What follows belongs to an exercise in optimizing a design on an open flow for small area and a short achievable clock period; a production flow would make more cautious choices.
At most, simulation tests tie the RTL to the original design; equivalence was not proved.

==> flow/design.v (excerpt) <==
module plastic_neuron (
    input wire clk,
    input wire rst,
    input wire [15:0] input_signal,
    input wire [15:0] feedback_error,
    input wire enable_learning,
    output wire [31:0] output_signal
);
  reg [15:0] weight;
  wire learn = enable_learning & (|input_signal) & (|feedback_error);
  always @(posedge clk or posedge rst) begin
    if (rst) weight <= 16'd1000;
    else if (learn) weight <= weight + 16'd10;
  end
  wire one0 = weight[0] ^ 1'b0;
  wire two0 = (weight[1] & ~weight[0] & ~1'b0) | (~weight[1] & weight[0] & 1'b0);
  wire neg0 = weight[1];
  wire one1 = weight[2] ^ weight[1];
  wire two1 = (weight[3] & ~weight[2] & ~weight[1]) | (~weight[3] & weight[2] & weight[1]);
  wire neg1 = weight[3];
  wire one2 = weight[4] ^ weight[3];
  wire two2 = (weight[5] & ~weight[4] & ~weight[3]) | (~weight[5] & weight[4] & weight[3]);
  wire neg2 = weight[5];
  wire one3 = weight[6] ^ weight[5];
  wire two3 = (weight[7] & ~weight[6] & ~weight[5]) | (~weight[7] & weight[6] & weight[5]);
  wire neg3 = weight[7];
  wire one4 = weight[8] ^ weight[7];
  wire two4 = (weight[9] & ~weight[8] & ~weight[7]) | (~weight[9] & weight[8] & weight[7]);
  wire neg4 = weight[9];
  wire one5 = weight[10] ^ weight[9];
  wire two5 = (weight[11] & ~weight[10] & ~weight[9]) | (~weight[11] & weight[10] & weight[9]);
  wire neg5 = weight[11];
  wire one6 = weight[12] ^ weight[11];
  wire two6 = (weight[13] & ~weight[12] & ~weight[11]) | (~weight[13] & weight[12] & weight[11]);
  wire neg6 = weight[13];
  wire one7 = weight[14] ^ weight[13];
  wire two7 = (weight[15] & ~weight[14] & ~weight[13]) | (~weight[15] & weight[14] & weight[13]);
  wire neg7 = weight[15];
  wire pp1;
  wire pp2;
  wire pp3;
  wire pp4;
  wire pp5;
  wire pp6;
  wire pp7;
  wire pp8;
  wire pp9;
  wire pp10;
  wire pp11;
  wire pp12;
  wire pp13;
  wire pp14;
  wire pp15;
  wire pp16;
  wire pp17;
  wire pp18;
  wire pp19;
  wire pp20;
  wire pp21;
  wire pp22;
  wire pp23;
  wire pp24;
  wire pp25;
  wire pp26;
  wire pp27;
  wire pp28;
  wire pp29;
  wire pp30;
  wire pp31;
  wire pp32;
  wire pp33;
  wire pp34;
  wire pp35;
  wire pp36;
  wire pp37;
  wire pp38;
  wire pp39;
  wire pp40;
  wire pp41;
  wire pp42;
  wire pp43;
  wire pp44;
  wire pp45;
  wire pp46;
  wire pp47;
  wire pp48;
  wire pp49;
  wire pp50;
  wire pp51;
  wire pp52;
  wire pp53;
  ...
For scale: about 850 cells after synthesis, about 77 flip-flops.
clock: 7.0 ns
lec_check: 0
cap_margin: 5
core_margin: 2
core_utilization: 40
setup_slack_margin: 3.0
slew_margin: 5
synth_hierarchical: 1
standard.sh (not shown) runs the stock make flow with config.mk's settings and CLKGATE_MAP_FILE= SYNTH_SCRIPT=/design/flow/synth_recipe.tcl, a recipe that flattens the netlist after the stock synthesis.
==> flow/flow/run.sh <==
#!/bin/bash
# Layout flow: the standard flow (standard.sh) with the standard
# synthesis unchanged, and two changes to how the layout is made:
#  - the I/O port buffers are plain buf_2 cells (which repair_timing can
#    size) instead of the delay buffers buffer_ports picks on its own;
#  - clock tree synthesis builds from clkbuf_8 cells and adds no dummy loads.
# Each step logs to its own file in this folder.
set -euo pipefail
bash standard.sh synth > synth.log 2>&1
bash standard.sh BUFFER_PORTS_ARGS="-buffer_cell sky130_fd_sc_hd__buf_2" \
  CTS_ARGS="-sink_clustering_enable -repair_clock_nets -dont_use_dummy_load -buf_list sky130_fd_sc_hd__clkbuf_8" \
  finish > layout.log 2>&1
Rerun with:
--- a/flow/design.v
+++ b/flow/design.v
@@ -1103,8 +1103,14 @@
 endmodule
 module pn_nor2 (input wire a, input wire b, output wire y);
   assign y = ~(a | b);
 endmodule
+module pn_nand3 (input wire a, input wire b, input wire c, output wire y);
+  assign y = ~(a & b & c);
+endmodule
+module pn_xor2e (input wire a, input wire b, input wire e, output wire y);
+  assign y = (a ^ b) & e;
+endmodule
 module pn_xor2 (input wire a, input wire b, output wire y);
   assign y = a ^ b;
 endmodule
 module pn_xnor2 (input wire a, input wire b, output wire y);
Effect: The changed run ran to the end with no violations; count of clock-buffer cells in the layout does not change; die area is unchanged; utilization is unchanged; final area does not change; hold slack is unchanged; setup slack is unchanged; sequential share of layout area is unchanged; via count stays the same; cell count stays the same; routed wire length stays the same.
The RTL of the second run of this note was laid out without a check of its function.


== run 2 ==
plastic_neuron, a different RTL version from the one above (not shown whole).
Size: about 67 I/O pins, roughly 7800 µm² of cells after synthesis.
## plastic_neuron
module plastic_neuron (
    input wire clk,
    input wire rst,
    input wire [15:0] input_signal,
    input wire [15:0] feedback_error,
    input wire enable_learning,
    output wire [31:0] output_signal
);
make LEC_CHECK=0 CAP_MARGIN=20 CORE_MARGIN=2 CORE_UTILIZATION=40 SLEW_MARGIN=20 finish   # period 7.0 ns
run.sh (not shown) runs the stock make flow with config.mk's settings and CLKGATE_MAP_FILE= SYNTH_SCRIPT=/design/flow/synth_recipe.tcl, a recipe that flattens the netlist after the stock synthesis.
Stock flow here: none of the scripts above is used.
Changes in run 4 relative to run 2:
--- a/flow/design.v
+++ b/flow/design.v
@@ -793,20 +793,27 @@
   assign s373 = s273 ^ s319 ^ c318;
   assign c374 = (s273 & s319) | (s273 & c318) | (s319 & c318);
   assign s375 = c274 ^ s321 ^ c320;
   assign c376 = (c274 & s321) | (c274 & c320) | (s321 & c320);
   assign s377 = pp118 ^ c322 ^ s323;
   assign c378 = (pp118 & c322) | (pp118 & s323) | (c322 & s323);
   assign s379 = nb144 ^ c324;
   assign c380 = nb144 & c324;
   assign s381 = pp136 ^ pp135;
   assign c382 = pp136 & pp135;
   wire [31:0] pa = {c382, c380, c378, c376, c374, c372, c370, c368, c366, c364, c362, c360, c358, c356, c354, c352, c350, c348, c346, c344, c342, c340, c338, c336, c334, c332, c330, c328, c326, s325, pp2, neg0};
   wire [31:0] pb = {1'b1, s381, s379, s377, s375, s373, s371, s369, s367, s365, s363, s361, s359, s357, s355, s353, s351, s349, s347, s345, s343, s341, s339, s337, s335, s333, s331, s329, s327, pp18, 1'b0, pp1};
-  wire [31:0] prod = pa + pb;
-  reg [31:0] prod_q;
+  wire [6:0] lo_d = pa[5:0] + pb[5:0];
+  reg [6:0] lo_q;
+  reg [25:0] ha_q, hb_q;
   always @(posedge clk or posedge rst) begin
-    if (rst) prod_q <= 32'd0;
-    else prod_q <= prod;
+    if (rst) begin
+      ha_q <= 26'd0; hb_q <= 26'd0;
+      lo_q <= 7'd0;
+    end else begin
+      ha_q <= pa[31:6];
+      hb_q <= pb[31:6];
+      lo_q <= lo_d;
+    end
   end
-  assign output_signal = prod_q;
+  assign output_signal = {ha_q + hb_q + {25'd0, lo_q[6]}, lo_q[5:0]};
 endmodule
Notes after the runs:
- [run 4 vs run 2] share of the cycle needed by the critical path after routing: lower in run 4
- Compared with run 2, run 4 improves worst-case setup margin in the final layout.
- Compared with run 2, run 4 shows non-clock buffer total of the final layout that has gone down by more than 10%.
- Cmp run 2 and run 4 / placer's final routability congestion estimate / lower: run 4
- Summary of the comparison: routed length on met3 is higher in run 4, relative to run 2.
- The HPWL after detailed placement reported for run 4 is smaller than that of run 2 by about 0.37%.
Function was not checked in any run of this note: the RTL went through the layout flow alone.

-- what the ideal ports hide --
How much do the figures lean on ideal ports? The routed layouts below were timed once more, with nothing changed but the port constraints. Step 1 sets driving cells, clkbuf_16 on the clock port and buf_2 on the other inputs (assumed; they add their load-dependent delay and slew). Step 2 times the ports against the registers' clock, not the clock port: input delays grow and output delays shrink by t, the midpoint of the rising clock arrivals with the driver on. Three values: ideal, step 1, step 2; two values: the first two.
| run | t (ns) | setup WS [ns] | worst hold slack (ns) | latest minus earliest clock arrival (ns) | worst data-port slew with drivers (ns) |
|---|---|---|---|---|---|
| the first run of note 1 | 0.402 | 3.144 / 3.106 / 2.803 | 0.524 / 0.524 / 0.524 | 0.024 / 0.024 | 0.05 |
| the second run of note 1 | 0.402 | 3.144 / 3.106 / 2.803 | 0.524 / 0.524 / 0.524 | 0.024 / 0.024 | 0.05 |
| run 2 | 0.352 | 0.691 / 0.693 / 0.341 | 0.535 / 0.535 / 0.535 | 0.012 / 0.012 | 0.05 |
| run 4 | 0.388 | 1.930 / 1.887 / 2.059 | 0.515 / 0.515 / 0.515 | 0.008 / 0.008 | 0.03 |
After both steps setup and hold are still met in every run listed. For run 2, which loses most, drivers alone change the setup slack by +0.002 ns; drivers and shift together by -0.350 ns.
